Context: an optimization exercise on an open-source flow, tuned for small area. The choices shown serve that exercise and are no tape-out recipe. At most, simulation tests tie the RTL to the original design; equivalence was not proved. No activity file was given, so power comes from the tool's default toggle rates.

==> run a <==
## IntMem
module IntMem (
            scan_en,
            aclk,
            areset_n,
            mem_type,
            remap,
            axi_awid,
            axi_awaddr,
            axi_awlen,
            axi_awsize,
            axi_awburst,
            axi_awlock,
            axi_awcache,
            axi_awprot,
            axi_awvalid,
            axi_awready,
            axi_wdata,
            axi_wstrb,
            axi_wlast,
            axi_wvalid,
            axi_wready,
            axi_bid,
            axi_bresp,
            axi_bvalid,
            axi_bready,
           axi_arid,      
           axi_araddr,       
           axi_arlen,     
           axi_arsize,    
           axi_arburst,   
           axi_arlock,    
           axi_arcache,   
           axi_arprot,    
           axi_arvalid,   
           axi_arready,
           axi_rid,
           axi_rdata,
           axi_rresp,
           axi_rlast,
           axi_rvalid,
           axi_rready,
           mem0_cs_n,
           mem0_wr_n,
           mem0_rd_n,
  ...
clock: 11.0 ns
lec_check: 0
cap_margin: 20
core_area: 10 10 530 530
die_area: 0 0 540 540
slew_margin: 20
standard.sh (not shown) runs the stock make flow with config.mk's settings and CLKGATE_MAP_FILE= SYNTH_SCRIPT=/design/flow/synth_recipe.tcl, a recipe that flattens the netlist after the stock synthesis.
==> flow/flow/run.sh <==
#!/bin/bash
set -euo pipefail
export BUFFER_PORTS_ARGS="-buffer_cell sky130_fd_sc_hd__buf_1"
export CTS_ARGS="-sink_clustering_enable -repair_clock_nets -dont_use_dummy_load -sink_clustering_size 15 -sink_clustering_max_diameter 70 -buf_list {sky130_fd_sc_hd__clkbuf_8}"
bash standard.sh finish > standard_flow.log 2>&1
==> run b: changes against run a <==
--- a/flow/design.v
+++ b/flow/design.v
@@ -1,7 +1,49 @@
+module IntMemReqHold
+  (
+   AxVALIDhold,
+   AxREADYhold,
+   AxREADYhold_c,
+   ACLK,
+   ARESETn,
+   AxVALID,
+   AxREADY,
+   xREADY,
+   xVALID,
+   xLAST
+   );
+  input	 ACLK;
+  input	 ARESETn;
+  output AxVALIDhold;    
+  output AxREADYhold;    
+  output AxREADYhold_c;  
+  input	 AxVALID;        
+  input	 AxREADY;        
+  input	 xREADY;         
+  input	 xVALID;         
+  input	 xLAST;          
+  wire	      wait_for_resp_in;
+  reg	        wait_for_resp;
+  assign AxVALIDhold = AxVALID & ~wait_for_resp;
+  assign AxREADYhold = AxREADY & ~wait_for_resp;
+  assign AxREADYhold_c = AxREADY & ~wait_for_resp_in;
+  assign        wait_for_resp_in = ((AxREADY & AxVALID) | wait_for_resp) &  
+				      ~(xLAST & xVALID & xREADY);  
+  always @(posedge ACLK or negedge ARESETn)
+    begin
+      if (!ARESETn)
+	begin
+	  wait_for_resp <=   1'b0;
+	end
+      else
+	begin
+	  wait_for_resp <=   wait_for_resp_in;
+	end
+    end
+endmodule
 module IntMemAdrNxt
   (
     AddrIn,
     AxLEN,
     AxSIZE,
     AxBURST,
     Step,
@@ -278,17 +320,27 @@
       wreadyr        <=   1'b0;
     end else begin  
       bidr[ID_MAX:0] <=   DataLast ? AddrId[ID_MAX:0] : bidr[ID_MAX:0];
       bvalidr        <=   bvalidr  ? (!BREADY)        : (DataLast & AddrValid);
       wreadyr        <=   !AddrLast & WREADY;
     end 
   assign wrongwid = 1'b0;
-  wire wait_for_resp = wreadyr | bvalidr;
-  assign AWVALIDhold = AWVALID & ~wait_for_resp;
-  assign AWREADYhold = AWREADYi & ~wait_for_resp;
+  IntMemReqHold u_IntMemReqHold
+    (
+     .AxVALIDhold(AWVALIDhold),
+     .AxREADYhold(AWREADYhold),
+     .AxREADYhold_c (),
+     .ACLK(ACLK),
+     .ARESETn(ARESETn),
+     .AxVALID(AWVALID),
+     .AxREADY(AWREADYi),
+     .xREADY(BREADY),
+     .xVALID(BVALID),
+     .xLAST(1'b1)
+     );
 endmodule
 module IntMemRdCtrl (
                    ACLK,
                    ARESETn,
                    ARID,
                    ARADDR,
                    ARLEN,
@@ -430,16 +482,27 @@
           RRESP_TYPE <= 2'b00 ;
       end
       else if(ARVALID & ARREADY)
       begin
           RRESP_TYPE <= {1'b0, ARLOCK == 2'b01};
       end
   end
-  assign ARVALIDhold = ARVALID & ~DataValid;
-  assign ARREADYhold = RAddrReady & ~DataValid;
+  IntMemReqHold U_IntMemReqHold
+    (
+     .AxVALIDhold     (ARVALIDhold),
+     .AxREADYhold     (ARREADYhold),
+     .AxREADYhold_c   (AxREADYhold_c),
+     .ACLK            (ACLK),
+     .ARESETn         (ARESETn),
+     .AxVALID         (ARVALID),
+     .AxREADY         (RAddrReady),
+     .xREADY          (RREADY),
+     .xVALID          (RVALID),
+     .xLAST           (RLAST)
+   );
 endmodule
 module IntMemArb (
                    ACLK,
                    ARESETn,
                    mem_type,
                    read_done,
                    write_done,
==> flow/config.mk (replaced) <==
export PLATFORM = sky130hd
export DESIGN_NAME = IntMem
export DESIGN_NICKNAME = IntMem
export VERILOG_FILES = /design/flow/design.v
export SDC_FILE = /design/flow/constraint.sdc
export NUM_CORES = 4
export LEC_CHECK = 0
export CAP_MARGIN = 5
export CORE_AREA = 10 10 530 530
export DIE_AREA = 0 0 540 540
export SLEW_MARGIN = 5
==> metrics.yaml <==
power_and_ir_drop:
  pwr-share-clk_pct: 12.8
layout:
  syn_to_final_growth_pct: 20.12
  seq_cell_count: 286
  diodes: 15
  n_clock_buffer: 27
worst_setup_path:
  worstPathMaxFanout: 10
outcome:
  outcome: "no timing/DRC/antenna violations"
timing:
  setup_ws_ns: 0.6571
  period_share_pct: 94.03
yosys:
  yosys-top-cells-count: "buf_4, nand2_1, dfxtp_1"
  synth_area_per_cell_um2: 9.423
  synth_compound_area_share_pct: 11.47
detailed_routing:
  routedWlPerCell_um: 22.54
placement:
  dp_cells: 5386
Source of the figures above: run b

==> metrics.yaml <==
placement:
  dp_cells: 5401
yosys:
  synth_area_per_cell_um2: 9.382
  synth_compound_area_share_pct: 13.46
  yosys-top-cells-count: "buf_4, nand2_1, dfxtp_1"
layout:
  n_clock_buffer: 35
  syn_to_final_growth_pct: 20.86
  seq_cell_count: 284
worst_setup_path:
  worstPathMaxFanout: 12
timing:
  setup_ws_ns: 0.7956
  period_share_pct: 92.77
power_and_ir_drop:
  pwr-share-clk_pct: 12.0
outcome:
  outcome: "no timing/DRC/antenna violations"
detailed_routing:
  routedWlPerCell_um: 23.39
Source of the figures above: run a

For run a, only the layout was checked, not whether the RTL still works.

port drivers added, routing unchanged:
The flow's constraints put no driver on any port. The routed layouts listed below were extracted and timed again, unchanged, in two steps. Step 1, drivers: a clkbuf_16 drives aclk and a buf_2 each remaining input, both assumed. Step 2, shift: input delay + t, output delay - t, t = (earliest + latest rising clock arrival at the registers) / 2. This alone moves slack from input paths to output paths. Slacks: ideal ports / drivers / drivers and shift; pairs: ideal ports / drivers.
run	t, ns	slack for setup (ns)	worst register clock-pin slew, ns
run a	0.782	0.796 / 0.732 / 0.732	0.10 / 0.10
run b	0.728	0.657 / 0.625 / 0.625	0.12 / 0.12
After both steps every run listed still meets setup and hold. The setup slack of run a, which loses most, moves by -0.064 ns with the drivers and by -0.064 ns with both steps.
